This is an optimization exercise on Yosys and OpenROAD, whose aim is small area and a short achievable clock period, not a production implementation.
RTL that was checked went through simulation tests only; none was proved equivalent to the original.

==> run H: inputs <==
==> flow/design.v (excerpt) <==
module movavg(
    input logic clk,
    input logic reset,
    input logic [63:0] din,
    output logic [63:0] dout
);
Settings: LEC_CHECK=0, CAP_MARGIN=20, CORE_MARGIN=2, CORE_UTILIZATION=65, CTS_BUF_LIST=sky130_fd_sc_hd__clkbuf_8, CTS_CLUSTER_SIZE=40, PLACE_DENSITY=0.75, SLEW_MARGIN=20; clock period 7.5 ns.
standard.sh (not shown) runs the stock make flow with config.mk's settings and CLKGATE_MAP_FILE= SYNTH_SCRIPT=/design/flow/synth_recipe.tcl, a recipe that flattens the netlist after the stock synthesis.
==> flow/flow/run.sh <==
#!/bin/bash
set -euo pipefail
export BUFFER_PORTS_ARGS="-buffer_cell sky130_fd_sc_hd__buf_2"
bash standard.sh > standard_make.log 2>&1
==> inputs of run P, as changes to run H <==
--- a/flow/design.v
+++ b/flow/design.v
@@ -3,11 +3,11 @@
     input logic reset,
     input logic [63:0] din,
     output logic [63:0] dout
 );
    logic [63:0] t1, t2, t3;
-   logic [63:0] s1, c1, x1, s2, c2;
+   logic [63:0] s1, c1, x1, y1, s2, c2;
    logic ao_w1;
    logic ao_w2;
    logic ao_w3;
    logic ao_w4;
    logic ao_w5;
==> flow/flow/run.sh (replaced) <==
#!/bin/bash
set -euo pipefail
export BUFFER_PORTS_ARGS="-buffer_cell sky130_fd_sc_hd__buf_2"
python3 flow/mknet.py sp8 > netlist.v 2> mknet.log
bash standard.sh VERILOG_FILES="$PWD/netlist.v" ADDER_MAP_FILE= finish > standard_make.log 2>&1
==> flow/flow/mknet.py (new file) <==
#!/usr/bin/env python3
"""Writes the movavg design as a netlist: the registers, their clears and the carry-save
rows as sky130 cells, the carry-propagate adder as plain logic for synthesis to map.

    dout = din + t1 + t2 + t3, with t1, t2, t3 the last three samples.
    (s1, c1) = full adders on t1, t2, t3          (register outputs only)
    x1 = s1 ^ c1, y1 = s1 & c1                     (half adders, still off the din path)
    s2 = din ^ x1, c2 = y1 | (din & x1)            (adds din to the carry-save pair)
    g = s2 & c2, p = s2 ^ c2, then a prefix adder.
usage: mknet.py PREFIX_KIND > netlist.v     (PREFIX_KIND: sk, sp4, sp8, ks, bk)"""
import sys

N = 64
P = "sky130_fd_sc_hd__"
kind = sys.argv[1] if len(sys.argv) > 1 else "sp8"
out = []
wires = []
assigns = []
ncell = [0]


def cell(typ, **pins):
    ncell[0] += 1
    conn = ", ".join(f".{k}({v})" for k, v in pins.items())
    out.append(f"  {P}{typ} hm_{ncell[0]} ({conn});")


def wire(name):
    wires.append(name)
    return name


# registers and their synchronous clears
for i in range(N):
    for r, src in (("t1", f"din[{i}]"), ("t2", f"t1[{i}]"), ("t3", f"t2[{i}]")):
        d = wire(f"d_{r}_{i}")
        cell("nor2b_1", A="reset", B_N=src, Y=d)
        out.append(f"  {P}dfxtp_1 \\{r}[{i}]$_SDFF_PP0_  (.CLK(clk), .D({d}), .Q({r}[{i}]));")

# carry-save rows and generate/propagate
g = ["1'b0"] * N
p = [None] * N
for i in range(N):
    s1 = wire(f"s1_{i}")
    if i < N - 1:
        k1 = wire(f"k1_{i}")
        cell("fa_1", A=f"t1[{i}]", B=f"t2[{i}]", CIN=f"t3[{i}]", SUM=s1, COUT=k1)
    else:
        k1 = wire(f"k1_{i}")
        cell("fa_1", A=f"t1[{i}]", B=f"t2[{i}]", CIN=f"t3[{i}]", SUM=s1, COUT=k1)
    if i == 0:
        x1, y1 = s1, None
    else:
        x1, y1 = wire(f"x1_{i}"), wire(f"y1_{i}")
        cell("ha_1", A=s1, B=f"k1_{i-1}", SUM=x1, COUT=y1)
    s2n = wire(f"s2n_{i}")
    cell("xnor2_1", A=f"din[{i}]", B=x1, Y=s2n)
    if i < N - 1:
        c2n = wire(f"c2n_{i+1}")
        if y1 is None:
            cell("nand2_1", A=f"din[{i}]", B=x1, Y=c2n)
        else:
            cell("a21oi_1", A1=f"din[{i}]", A2=x1, B1=y1, Y=c2n)
    if i == 0:
        p[0] = wire("p_0")
        cell("inv_1", A=s2n, Y=p[0])
    else:
        g[i], p[i] = wire(f"g_{i}"), wire(f"p_{i}")
        cell("nor2_1", A=s2n, B=f"c2n_{i}", Y=g[i])
        cell("xor2_1", A=s2n, B=f"c2n_{i}", X=p[i])

# prefix network (plain logic)
nw = [0]


def w(expr):
    nw[0] += 1
    nm = wire(f"pf_{nw[0]}")
    assigns.append(f"  assign {nm} = {expr};")
    return nm


def comb(Gh, Ph, Gl, Pl, needp=True):
    G = w(f"{Gh} | ({Ph} & {Gl})")
    Pn = w(f"{Ph} & {Pl}") if needp else None
    return G, Pn


G, Pp = list(g), list(p)
if kind in ("sk", "ks", "bk"):
    if kind == "ks":
        d = 1
        while d < N:
            nG, nP = list(G), list(Pp)
            for i in range(d, N):
                nG[i], nP[i] = comb(G[i], Pp[i], G[i - d], Pp[i - d])
            G, Pp = nG, nP
            d *= 2
    elif kind == "sk":
        d = 1
        while d < N:
            nG, nP = list(G), list(Pp)
            for i in range(N):
                if (i // d) % 2 == 1:
                    j = (i // d) * d - 1
                    nG[i], nP[i] = comb(G[i], Pp[i], G[j], Pp[j])
            G, Pp = nG, nP
            d *= 2
    else:
        d = 1
        while d < N:
            for i in range(2 * d - 1, N, 2 * d):
                G[i], Pp[i] = comb(G[i], Pp[i], G[i - d], Pp[i - d])
            d *= 2
        d = N // 4
        while d >= 1:
            for i in range(3 * d - 1, N, 2 * d):
                G[i], _ = comb(G[i], Pp[i], G[i - d], Pp[i - d], False)
            d //= 2
else:
    k = int(kind[2:])
    ng = N // k
    LG, LP = list(g), list(p)
    for gi in range(ng):
        base = gi * k
        d = 1
        while d < k:
            nLG, nLP = list(LG), list(LP)
            for i in range(base, base + k):
                if ((i - base) // d) % 2 == 1:
                    j = base + ((i - base) // d) * d - 1
                    nLG[i], nLP[i] = comb(LG[i], LP[i], LG[j], LP[j])
            LG, LP = nLG, nLP
            d *= 2
    GG = [LG[gi * k + k - 1] for gi in range(ng)]
    GP = [LP[gi * k + k - 1] for gi in range(ng)]
    d = 1
    while d < ng:
        nG, nP = list(GG), list(GP)
        for i in range(ng):
            if (i // d) % 2 == 1:
                j = (i // d) * d - 1
                nG[i], nP[i] = comb(GG[i], GP[i], GG[j], GP[j])
        GG, GP = nG, nP
        d *= 2
    for i in range(N):
        gi = i // k
        G[i] = LG[i] if gi == 0 else w(f"{LG[i]} | ({LP[i]} & {GG[gi - 1]})")

for i in range(N):
    if i == 0:
        assigns.append(f"  assign dout[0] = {p[0]};")
    else:
        assigns.append(f"  assign dout[{i}] = {p[i]} ^ {G[i - 1]};")

print("// Generated by mknet.py " + kind)
print("module movavg(clk, reset, din, dout);")
print("  input clk;\n  input reset;\n  input [63:0] din;\n  output [63:0] dout;")
print("  wire [63:0] t1, t2, t3;")
for x in wires:
    print(f"  wire {x};")
print("\n".join(out))
print("\n".join(assigns))
print("endmodule")
Settings changed: CTS_BUF_LIST sky130_fd_sc_hd__clkbuf_8 to sky130_fd_sc_hd__clkbuf_4 sky130_fd_sc_hd__clkbuf_8, CTS_CLUSTER_SIZE 40 to unset.
==> inputs of run A, as changes to run H <==
--- a/flow/design.v
+++ b/flow/design.v
@@ -469,13 +469,12 @@
    logic ao_w461;
    logic ao_w462;
    logic ao_w463;
    assign s1 = t1 ^ t2 ^ t3;
    assign c1 = {(t1[62:0] & t2[62:0]) | (t3[62:0] & (t1[62:0] | t2[62:0])), 1'b0};
-   assign x1 = s1 ^ c1;
-   assign s2 = din ^ x1;
-   assign c2 = {x1[62:0] & din[62:0] | ~x1[62:0] & s1[62:0], 1'b0};
+   assign s2 = din ^ s1 ^ c1;
+   assign c2 = {(s1[62:0] & c1[62:0]) | (din[62:0] & (s1[62:0] | c1[62:0])), 1'b0};
    assign ao_w1 = s2[0] & c2[0];
    assign ao_w2 = s2[1] & c2[1];
    assign ao_w3 = s2[2] & c2[2];
    assign ao_w4 = s2[3] & c2[3];
    assign ao_w5 = s2[4] & c2[4];
Settings changed: CTS_BUF_LIST sky130_fd_sc_hd__clkbuf_8 to sky130_fd_sc_hd__clkbuf_4 sky130_fd_sc_hd__clkbuf_8, CTS_CLUSTER_SIZE 40 to unset.
==> summary of the runs <==
The lowest synthesized area belongs to run P, the highest to run H.
Utilization, highest first: run P, run A, run H.
Against run A, the clock-buffer cell count of run P is higher by 2.
Run A completed with no timing, DRC or antenna violations. Run H produced a clean layout. Run P went through all stages and came out clean.
Of run A and run H, run H has the higher die area (gap 1.8%, measured against run H).
Via count, lowest first: run A, run H, run P.
Of run A and run H, run H has the higher clock skew (gap 4.5 ps).
Setup slack: run A is worse than run P (640 ps).
Worst hold slack: run H is worse than run P (3.4 ps).
The RTL of run P and run A was laid out without a check of its function.

[static timing again, ports no longer ideal]
In the flow no input, the clock included, has a driving cell. The finished layouts below were timed again as built, in two steps. Step 1, drivers: a clkbuf_16 drives clk and a buf_2 each remaining input, both assumed. Step 2 also shifts input and output timing later by t, the mid clock arrival at the registers, as if the neighbouring blocks saw the same clock. Slacks: no drivers / after step 1 / after step 2; pairs: no drivers / after step 1.
run	t, ns	setup WS [ns]	worst setup path after step 2	worst data-port slew with drivers (ns)
run H	0.479	1.352 / 1.333 / 1.333	input to output	0.06
run P	0.496	1.109 / 1.069 / 1.086	input to output	0.07
run A	0.492	0.470 / 0.447 / 0.447	input to output	0.07
After both steps setup and hold are still met in every run listed.
